From an optimization exercise on the open Yosys and OpenROAD flow, aimed at small area; shortcuts taken in it are not production practice. In this exercise RTL edits were held to simulation tests only and were not proved equivalent to the original. Power and IR drop assume default switching activity.

==> flow/design.v (excerpt) <==
module top (
    input clk,
    input rst,
    output [5:0] led,
    output uartTx,
    input uartRx,
    input btn
);
localparam R_W1  = 4'b0000;   
localparam R_W2  = 4'b0001;   
localparam R_W4  = 4'b0010;   
localparam R_W4G = 4'b0011;   
localparam R_W8  = 4'b0100;   
localparam R_P8  = 4'b0101;   
localparam R_ST  = 4'b0110;   
localparam R_P4  = 4'b0111;   
localparam [11:0] R_T = 12'h059;    
localparam [11:0] R_M = 12'h7ef;    
localparam [11:0] R_A = 12'h75b;    
localparam [11:0] R_B = 12'h000;    
reg [3:0] r_st;
reg [11:0] r_cnt;
reg r_err;
reg r_mc;    
reg r_a;     
reg r_o;     
wire r_wait = (r_st[3:2] == 2'b00) || (r_st == R_W8);
wire r_hit = ((r_cnt ^ R_T) & R_M) == 12'd0;
wire new_rx = (r_st == R_W4G);
localparam T_INIT  = 3'd0;
localparam T_LOADQ = 3'd1;
localparam T_SENDQ = 3'd2;
localparam T_RECV  = 3'd3;
localparam T_CMP   = 3'd4;
localparam T_LOADA = 3'd5;
localparam T_SENDA = 3'd6;
reg [2:0] t_st;
reg pc;            
reg old_btn;
reg [3:0] rc;
wire [1:0] j = (t_st == T_RECV) ? rc[1:0] : 2'd0;
reg pbit;
always @* begin
    case ({j, r_st[2:0]})
        5'b00_000: pbit = 1'b1; 5'b00_001: pbit = 1'b0; 5'b00_010: pbit = 1'b0; 5'b00_011: pbit = 1'b0;
  ...
==> flow/config.mk <==
export PLATFORM = sky130hd
export DESIGN_NAME = top
export DESIGN_NICKNAME = top
export VERILOG_FILES = /design/flow/design.v
export SDC_FILE = /design/flow/constraint.sdc
export NUM_CORES = 4
export LEC_CHECK = 0
export ABC_AREA = 1
export CAP_MARGIN = 0
export CORE_MARGIN = 2
export CORE_UTILIZATION = 40
export SLEW_MARGIN = 0
==> flow/constraint.sdc <==
create_clock -name core_clock -period 10.0 [get_ports {clk}]
set_input_delay 2.0000 -clock core_clock [delete_from_list [all_inputs] [get_ports {clk}]]
set_output_delay 2.0000 -clock core_clock [all_outputs]
set_load 0.01 [all_outputs]
standard.sh (not shown) runs the stock make flow with config.mk's settings and CLKGATE_MAP_FILE= SYNTH_SCRIPT=/design/flow/synth_recipe.tcl, a recipe that flattens the netlist after the stock synthesis.
==> flow/flow/run.sh <==
#!/bin/bash
# Standard ORFS layout, with the combinational logic of the standard synthesis re-mapped by
# area-oriented ABC scripts (flow/s*.abc; the smallest result is kept) before floorplanning.
# Registers are left untouched. flow/make_args holds extra make variables for the layout steps,
# one per line.
set -euo pipefail
W=$(pwd)
R=$W/orfs/results/$FLOW_PLATFORM/top/base
LIB=$FLOW_HOME/platforms/$FLOW_PLATFORM/lib/sky130_fd_sc_hd__tt_025C_1v80.lib

bash standard.sh synth > $W/standard_synth.log 2>&1
cp $R/1_2_yosys.v $W/1_2_yosys.std.v
remap() {
  n=$(basename $1 .abc)
  REMAP_LIB=$LIB REMAP_NET=$W/1_2_yosys.std.v REMAP_ABC=$1 \
    REMAP_STAT=$W/remap_stat_$n.txt REMAP_OUT=$W/1_2_yosys.remap_$n.v \
    yosys -c $W/flow/remap.tcl > $W/remap_$n.log 2>&1 || true
}
export -f remap; export W LIB
ls $W/flow/s*.abc | xargs -P ${NUM_CORES:-4} -I{} bash -c 'remap {}'
best=""; best_area=""
for s in $W/flow/s*.abc; do
  n=$(basename $s .abc)
  [[ -f $W/remap_stat_$n.txt ]] || continue
  a=$(awk '/Chip area for module/ {print $NF}' $W/remap_stat_$n.txt | head -1)
  echo "$n $a" >> $W/remap_areas.txt
  if [[ -z "$best" ]] || awk "BEGIN{exit !($a < $best_area)}"; then best=$n; best_area=$a; fi
done
echo "chosen $best $best_area" >> $W/remap_areas.txt
cp $W/1_2_yosys.remap_$best.v $R/1_2_yosys.v
rm -f $R/1_synth.odb $R/1_synth.sdc
ARGS=()
if [[ -f $W/flow/make_args ]]; then
  while IFS= read -r line; do [[ -n "$line" ]] && ARGS+=("$line"); done < $W/flow/make_args
fi
bash standard.sh "${ARGS[@]}" finish > $W/standard_finish.log 2>&1
==> flow/flow/make_args <==
BUFFER_PORTS_ARGS=-buffer_cell sky130_fd_sc_hd__buf_1
CTS_ARGS=-sink_clustering_enable -repair_clock_nets -dont_use_dummy_load -buf_list sky130_fd_sc_hd__clkbuf_16 -sink_buffer_max_cap_derate 1.0
==> flow/flow/remap.tcl <==
# Re-map the combinational logic of the standard synthesis with an area-oriented ABC script.
# Registers (and every other sequential cell) are kept as they are, under their names.
set lib $::env(REMAP_LIB)
set net $::env(REMAP_NET)
set script $::env(REMAP_ABC)
yosys read_liberty -ignore_miss_func $lib
yosys read_verilog $net
yosys hierarchy -top top
yosys setattr -mod -set keep_hierarchy 1 =sky130_fd_sc_hd__df*
yosys flatten
yosys opt -purge
yosys abc -script $script -liberty $lib -dont_use *lpflow* -dont_use *probe*
yosys opt_clean -purge
yosys hilomap -singleton -hicell sky130_fd_sc_hd__conb_1 HI -locell sky130_fd_sc_hd__conb_1 LO
yosys insbuf -buf sky130_fd_sc_hd__buf_4 A X
yosys splitnets
yosys opt_clean -purge
yosys tee -o $::env(REMAP_STAT) stat -liberty $lib
yosys write_verilog -noattr -noexpr -nohex -nodec -selected $::env(REMAP_OUT).full
yosys select top
yosys write_verilog -noattr -noexpr -nohex -nodec -selected $::env(REMAP_OUT)
==> flow/flow/s1.abc <==
strash
&get -n
&deepsyn -T 30 -S 1
&put
dch -f
amap
topo
==> flow/flow/s2.abc <==
strash
&get -n
&deepsyn -T 30 -S 2
&put
dch -f
amap
topo
==> flow/flow/s3.abc <==
strash
&get -n
&deepsyn -T 30 -S 3
&put
dch -f
amap
topo
==> flow/flow/s4.abc <==
strash
&get -n
&deepsyn -T 30 -S 4
&put
dch -f
amap
topo
==> flow/flow/s5.abc <==
strash
&get -n
&deepsyn -T 30 -S 5
&put
dch -f
amap
topo
==> flow/flow/s6.abc <==
strash
&get -n
&deepsyn -T 30 -S 6
&put
dch -f
amap
topo
==> flow/flow/s7.abc <==
strash
&get -n
&deepsyn -T 30 -S 7
&put
dch -f
amap
topo
==> flow/flow/s8.abc <==
strash
&get -n
&deepsyn -T 30 -S 8
&put
dch -f
amap
topo
==> flow/flow/s9.abc <==
strash
&get -n
&deepsyn -T 30 -S 9
&put
dch -f
map -a
topo
The first run completed with no timing, DRC or antenna violations.
Edit:
==> flow/flow/make_args (replaced) <==
BUFFER_PORTS_ARGS=-buffer_cell sky130_fd_sc_hd__buf_1
CTS_ARGS=-sink_clustering_enable -repair_clock_nets -dont_use_dummy_load -buf_list sky130_fd_sc_hd__clkbuf_8
Result: Global-route usage is about the same. Worst setup slack got worse by 0.019 ns. Clock skew went up by 0.0052 ns. Hold slack is better by 0.0058 ns. Fmax goes down slightly. Sequential share of layout area grows by 0.99 points. Wire length shrinks slightly. Clock-buffer cell count stays the same. Via count falls slightly. Total power fell by roughly a tenth.
Edit:
--- a/flow/flow/run.sh
+++ b/flow/flow/run.sh
@@ -12,10 +12,2 @@
 cp $R/1_2_yosys.v $W/1_2_yosys.std.v
-remap() {
-  n=$(basename $1 .abc)
-  REMAP_LIB=$LIB REMAP_NET=$W/1_2_yosys.std.v REMAP_ABC=$1 \
-    REMAP_STAT=$W/remap_stat_$n.txt REMAP_OUT=$W/1_2_yosys.remap_$n.v \
-    yosys -c $W/flow/remap.tcl > $W/remap_$n.log 2>&1 || true
-}
-export -f remap; export W LIB
-ls $W/flow/s*.abc | xargs -P ${NUM_CORES:-4} -I{} bash -c 'remap {}'
 best=""; best_area=""
@@ -23,3 +15,5 @@
   n=$(basename $s .abc)
-  [[ -f $W/remap_stat_$n.txt ]] || continue
+  REMAP_LIB=$LIB REMAP_NET=$W/1_2_yosys.std.v REMAP_ABC=$s \
+    REMAP_STAT=$W/remap_stat_$n.txt REMAP_OUT=$W/1_2_yosys.remap_$n.v \
+    yosys -c $W/flow/remap.tcl > $W/remap_$n.log 2>&1 || continue
   a=$(awk '/Chip area for module/ {print $NF}' $W/remap_stat_$n.txt | head -1)
==> flow/flow/s1.abc (replaced) <==
strash
&get -n
&deepsyn -T 20
&put
dch -f
amap
topo
==> flow/flow/s2.abc (replaced) <==
strash
&get -n
&deepsyn -T 20
&put
dch -f
amap -m
topo
==> flow/flow/s3.abc (replaced) <==
strash
&get -n
&dch -f
&nf -p -R 1000
&put
topo
==> flow/flow/s4.abc (replaced) <==
strash
&get -n
&deepsyn -T 30 -S 7
&put
dch -f
amap
topo
removed: flow/flow/s5.abc
removed: flow/flow/s6.abc
removed: flow/flow/s7.abc
removed: flow/flow/s8.abc
removed: flow/flow/s9.abc
=>
- The changed run ran to the end with no violations
- core utilization does not change
- global-route usage stays the same
- clock skew stays the same
- worst hold slack stays the same
- total power stays the same
- clock power is about the same
- flip-flop and latch count is unchanged
- worst setup slack does not change
- non-clock buffer count is unchanged
- wire length is unchanged
Edit:
--- a/flow/flow/run.sh
+++ b/flow/flow/run.sh
@@ -12,2 +12,10 @@
 cp $R/1_2_yosys.v $W/1_2_yosys.std.v
+remap() {
+  n=$(basename $1 .abc)
+  REMAP_LIB=$LIB REMAP_NET=$W/1_2_yosys.std.v REMAP_ABC=$1 \
+    REMAP_STAT=$W/remap_stat_$n.txt REMAP_OUT=$W/1_2_yosys.remap_$n.v \
+    yosys -c $W/flow/remap.tcl > $W/remap_$n.log 2>&1 || true
+}
+export -f remap; export W LIB
+ls $W/flow/s*.abc | xargs -P ${NUM_CORES:-4} -I{} bash -c 'remap {}'
 best=""; best_area=""
@@ -15,5 +23,3 @@
   n=$(basename $s .abc)
-  REMAP_LIB=$LIB REMAP_NET=$W/1_2_yosys.std.v REMAP_ABC=$s \
-    REMAP_STAT=$W/remap_stat_$n.txt REMAP_OUT=$W/1_2_yosys.remap_$n.v \
-    yosys -c $W/flow/remap.tcl > $W/remap_$n.log 2>&1 || continue
+  [[ -f $W/remap_stat_$n.txt ]] || continue
   a=$(awk '/Chip area for module/ {print $NF}' $W/remap_stat_$n.txt | head -1)
==> flow/flow/make_args (replaced) <==
BUFFER_PORTS_ARGS=-buffer_cell sky130_fd_sc_hd__buf_1
CTS_ARGS=-sink_clustering_enable -repair_clock_nets -dont_use_dummy_load -buf_list sky130_fd_sc_hd__clkbuf_8 -sink_buffer_max_cap_derate 1.0
==> flow/flow/s1.abc (replaced) <==
strash
&get -n
&deepsyn -T 30 -S 1
&put
dch -f
amap
topo
==> flow/flow/s2.abc (replaced) <==
strash
&get -n
&deepsyn -T 30 -S 2
&put
dch -f
amap
topo
==> flow/flow/s3.abc (replaced) <==
strash
&get -n
&deepsyn -T 30 -S 3
&put
dch -f
amap
topo
==> flow/flow/s4.abc (replaced) <==
strash
&get -n
&deepsyn -T 30 -S 4
&put
dch -f
amap
topo
==> flow/flow/s5.abc (new file) <==
strash
&get -n
&deepsyn -T 30 -S 5
&put
dch -f
amap
topo
==> flow/flow/s6.abc (new file) <==
strash
&get -n
&deepsyn -T 30 -S 6
&put
dch -f
amap
topo
==> flow/flow/s7.abc (new file) <==
strash
&get -n
&deepsyn -T 30 -S 7
&put
dch -f
amap
topo
==> flow/flow/s8.abc (new file) <==
strash
&get -n
&deepsyn -T 30 -S 8
&put
dch -f
amap
topo
==> flow/flow/s9.abc (new file) <==
strash
&get -n
&deepsyn -T 30 -S 9
&put
dch -f
map -a
topo
Result:
- clock skew is unchanged
- flip-flop and latch count does not change
- hold slack stays the same
- final area does not change
- core utilization is unchanged
- setup slack stays the same
- routed wire length does not change
- via count stays the same
- non-clock buffer count is unchanged

afterwards: timing with drivers on the ports:
The flow's constraints put no driver on any port. The routed layouts listed below were extracted and timed again, unchanged, in two steps. Step 1: set_driving_cell puts a clkbuf_16 on clk and a buf_2 on each other input, an assumption about the parent block. Step 2 times the ports against the registers' clock, not the clock port: input delays grow and output delays shrink by t, the midpoint of the rising clock arrivals with the driver on. Three values: ideal, step 1, step 2; two values: the first two.
| run | t (ns) | setup WS [ns] | worst setup path at the end |
|---|---|---|---|
| the first run | 0.306 | 6.684 / 6.651 / 6.846 | input to register |
| the second run | 0.311 | 6.664 / 6.637 / 6.820 | input to register |
| the third run | 0.311 | 6.664 / 6.637 / 6.820 | input to register |
| the fourth run | 0.311 | 6.664 / 6.637 / 6.820 | input to register |
After both steps every run listed still meets setup and hold.
